This design comes from an exercise in tuning for small area on the open sky130 flow, not from production work. The RTL was checked by simulation tests, not by an equivalence proof against the original design. Power is estimated from default activity; no workload was simulated.

==> amber: inputs <==
==> flow/design.v <==
`timescale 1ns / 1ps
module uart_top #(
    parameter OPERAND_WIDTH = 512,
    parameter ADDER_WIDTH   = 32,
    parameter NBYTES        = OPERAND_WIDTH / 8,
    parameter CLK_FREQ      = 125_000_000,
    parameter BAUD_RATE     = 115_200
) (
    input wire iClk, iRst,
    input wire iRx,
    output wire oTx
);
    reg [511:0] rRing;
    reg [8:0]   rPh;
    reg [10:0]  rCyc;
    reg [3:0]   rBit;
    reg [6:0]   rByte;
    reg         rTx;      
    reg         rBusy;    
    reg         rC;       
    reg         rCout;    
    reg         rNext;    
    reg         rOut;
    wire wBnd   = rCyc[10] & rCyc[5] & rCyc[4] & rCyc[3] & rCyc[2];  
    wire wWin   = ~rCyc[10] & (rCyc[9] ^ rCyc[8]);                   
    wire wHit   = (rPh == {rByte[5:0], rBit[2:0]});
    wire wEn    = rBusy & ~rBit[3] & wWin & wHit;
    wire wInA   = ~rTx & rByte[6];
    wire wInB   = ~rTx & ~rByte[6];
    wire wLast  = &rPh;
    wire wCin   = rC | (wEn & wInB & iRx);
    wire wNew   = (wEn & wInA) ? iRx : (rRing[0] ^ wCin);
    wire wGen   = rRing[0] & wCin;
    wire wEnd   = rBusy & rBit[3] & (rBit[0] ^ ~rTx);
    wire wStart = ~rBusy & (rTx ? wBnd : ~iRx);
    always @(posedge iClk) begin
        rRing <= {wNew, rRing[511:1]};
        rPh   <= rPh + 1'b1;
        rC    <= wGen & ~wLast;
        rCout <= ~wInA & (rCout | (wGen & wLast));
        if (wBnd | (~rBusy & ~rTx & ~iRx)) rCyc <= 0;
        else                               rCyc <= rCyc + 1'b1;
        if (wStart)             rBit <= {4{~rTx}};
        else if (rBusy & wBnd)  rBit <= rBit + 1'b1;
        if (wEn) rNext <= (rTx & rByte[6]) ? (rCout & ~|rBit[2:0]) : rRing[0];
        if (iRst) begin
            rBusy <= 1'b0;
            rTx   <= 1'b0;
            rByte <= 7'd127;
            rOut  <= 1'b1;
        end else begin
            rBusy <= wStart | (rBusy & ~wEnd);
            if (wEnd) begin
                if (rTx & rByte[6]) rByte[6] <= 1'b0;
                else                rByte    <= rByte - 1'b1;
                if (rByte == 7'd0)  rTx      <= ~rTx;
            end
            if (~rBusy & rTx & wBnd) rOut <= 1'b0;
            else if (rBusy & wBnd)   rOut <= ~rTx | rBit[3] | rNext;
        end
    end
    assign oTx = rOut;
endmodule
==> flow/run.sh <==
#!/bin/bash
# synth_recipe.tcl (not shown) runs the flow's synth.tcl, then flattens the netlist and writes it again
# the make line also repeats each setting of config.mk as NAME=value (left out here)
make -C /OpenROAD-flow-scripts/flow DESIGN_CONFIG=/design/flow/config.mk WORK_HOME=/design/flow/orfs CLKGATE_MAP_FILE= SYNTH_SCRIPT=/design/flow/synth_recipe.tcl finish
==> flow/config.mk <==
export PLATFORM = sky130hd
export DESIGN_NAME = uart_top
export DESIGN_NICKNAME = uart_top
export VERILOG_FILES = /design/flow/design.v
export SDC_FILE = /design/flow/constraint.sdc
export NUM_CORES = 4
export LEC_CHECK = 0
export CAP_MARGIN = 20
export CORE_MARGIN = 2
export CORE_UTILIZATION = 40
export PLACE_DENSITY = 0.6
export SLEW_MARGIN = 20
==> flow/constraint.sdc <==
create_clock -name core_clock -period 13.0 [get_ports {iClk}]
set_input_delay 2.6000 -clock core_clock [delete_from_list [all_inputs] [get_ports {iClk}]]
set_output_delay 2.6000 -clock core_clock [all_outputs]
set_load 0.01 [all_outputs]
==> sierra: changes against amber <==
==> flow/design.v, changed modules only <==
module uart_top #(
    parameter OPERAND_WIDTH = 512,
    parameter ADDER_WIDTH   = 32,
    parameter NBYTES        = OPERAND_WIDTH / 8,
    parameter CLK_FREQ      = 125_000_000,
    parameter BAUD_RATE     = 115_200
) (
    input wire iClk, iRst,
    input wire iRx,
    output wire oTx
);
    reg [511:0] rRing;
    reg [8:0]   rPh;
    reg [10:0]  rCyc;
    reg [3:0]   rBit;
    reg [6:0]   rByte;
    reg         rTx;      
    reg         rC;       
    reg         rNext;    
    reg         rOut;
    wire wBnd   = rCyc[10] & rCyc[6];    
    wire wWin   = rCyc[9];               
    wire wHit   = (rPh == {rByte[5:0], rBit[2:0]});
    wire wEn    = ~rBit[3] & wWin & wHit;
    wire wInA   = ~rTx & rByte[6];
    wire wInB   = ~rTx & ~rByte[6];
    wire wLast  = &rPh;
    wire wCin   = rC | (wEn & wInB & iRx);
    wire wNew   = (wEn & wInA) ? iRx : (rRing[0] ^ wCin);
    wire wGen   = rRing[0] & wCin;
    wire wBit8  = rBit[3] & ~rBit[0];
    wire wBit9  = rBit[3] & ~rBit[2] & rBit[0];
    wire wStart = ~rTx & ~iRx & rBit[3] & ~rBit[2];                  
    wire wByte  = wBit8 & (wBnd | wStart);
    always @(posedge iClk) begin
        rRing <= {wNew, rRing[511:1]};
        rPh   <= rPh + 1'b1;
        rC    <= wGen & ~wLast;
        if (wBnd | wStart) rCyc <= 11'd4;
        else               rCyc <= rCyc + 1'b1;
        if (wInA)
            rNext <= 1'b0;
        else if (~rTx)
            rNext <= rNext | (wGen & wLast);
        else if (wEn)
            rNext <= rByte[6] ? (rNext & ~|rBit[2:0]) : rRing[0];
        if (iRst) begin
            rBit  <= 4'd9;
            rTx   <= 1'b0;
            rByte <= 7'd127;
            rOut  <= 1'b1;
        end else begin
            if (wStart)
                rBit <= 4'd15;
            else if (wBnd)
                rBit <= wBit9 ? {~rTx, 2'b00, ~rTx} : rBit + 1'b1;
            if (wByte) begin
                if (rTx & rByte[6]) rByte[6] <= 1'b0;
                else                rByte    <= rByte - 1'b1;
                if (rByte == 7'd0)  rTx      <= ~rTx;
            end
            if (rTx & wBnd) rOut <= ~wBit9 & (rBit[3] | rNext);
        end
    end
    assign oTx = rOut;
endmodule
==> flow/flow/run.sh (new file) <==
#!/bin/bash
# The standard layout with two changes:
#  - synthesis maps the logic with an area-oriented ABC script (flow/abc_area.script)
#    and leaves adders to ABC instead of mapping them to half/full adder cells first;
#    everything else in synth_recipe.tcl, and so every register, stays as it is;
#  - the port buffers are the smallest buffer cell;
#  - clock tree synthesis adds no dummy loads.
set -euo pipefail
here=$(pwd)
{
  echo 'set ::env(ADDER_MAP_FILE) ""'
  echo 'proc abc {args} {'
  echo '  set i [lsearch -exact $args -script]'
  echo "  lset args [expr {\$i+1}] $here/flow/abc_area.script"
  echo '  yosys abc {*}$args'
  echo '}'
  cat synth_recipe.tcl
} > area_synth.tcl
sed "s#SYNTH_SCRIPT=[^ ]*#SYNTH_SCRIPT=$here/area_synth.tcl#" standard.sh > area_standard.sh
grep -q "SYNTH_SCRIPT=$here/area_synth.tcl" area_standard.sh
export BUFFER_PORTS_ARGS="-buffer_cell sky130_fd_sc_hd__buf_1"
export CTS_ARGS="-sink_clustering_enable -repair_clock_nets -dont_use_dummy_load -buf_list sky130_fd_sc_hd__clkbuf_8 -sink_clustering_size 24 -sink_clustering_max_diameter 60"
bash area_standard.sh > standard.log 2>&1
==> flow/flow/abc_area.script (new file) <==
&get -n
&st
&synch2
&dch -f
&nf -a -R 1000
&put
stime -c
==> flow/standard.sh (new file) <==
#!/bin/bash
# synth_recipe.tcl (not shown) runs the flow's synth.tcl, then flattens the netlist and writes it again
# the make line also repeats each setting of config.mk as NAME=value (left out here)
make -C /OpenROAD-flow-scripts/flow DESIGN_CONFIG=/design/flow/config.mk WORK_HOME=/design/flow/orfs CLKGATE_MAP_FILE= SYNTH_SCRIPT=/design/flow/synth_recipe.tcl "${@:-finish}"
Settings changed: CTS_BUF_LIST set to sky130_fd_sc_hd__clkbuf_8, CTS_CLUSTER_DIAMETER set to 60, CTS_CLUSTER_SIZE set to 22.
removed: flow/run.sh
==> flow_summary.yaml <==
pwr:
  p_per_area_mw_per_mm2: 183
  p_leak_nw: 4.84
outcome:
  outcome: "complete, no violations"
clock_network:
  worst_skew_pair.late_latency_ps: 550
synth:
  post_synth_mux_area_share_pct: 0.0855
  synth_enable_flop_cells: 0
worst_setup_path:
  r2r.worst_path.cells: 12
Source of the figures above: sierra

==> flow_summary.yaml <==
worst_setup_path:
  path_buf_inv: 1
  r2r.worst_path.cells: 6
pwr:
  p_per_area_mw_per_mm2: 225
synth:
  synth_enable_flop_cells: 5
  post_synth_mux_area_share_pct: 0.258
clock_network:
  worst_skew_pair.late_latency_ps: 530
outcome:
  outcome: "complete, no violations"
Source of the figures above: amber

## separate check: timing with driven ports
The flow's constraints put no driver on any port. The routed layouts listed below were extracted and timed again, unchanged, in two steps. Step 1 assumes that a clkbuf_16 drives the clock port and a buf_2 every other input. Step 2, shift: input delay + t, output delay - t, t = (earliest + latest rising clock arrival at the registers) / 2. This alone moves slack from input paths to output paths. a / b / c = ideal ports / drivers / drivers and shift; a / b = the first two.
| run | t, ns | slack for setup (ns) | slew at the worst register clock pin (ns) |
|---|---|---|---|
| amber | 0.578 | 9.018 / 8.970 / 8.551 | 0.07 / 0.07 |
| sierra | 0.591 | 8.815 / 8.831 / 8.240 | 0.13 / 0.13 |
After both steps every run listed still meets setup and hold. For sierra, which loses most, drivers alone change the setup slack by +0.016 ns; drivers and shift together by -0.575 ns.
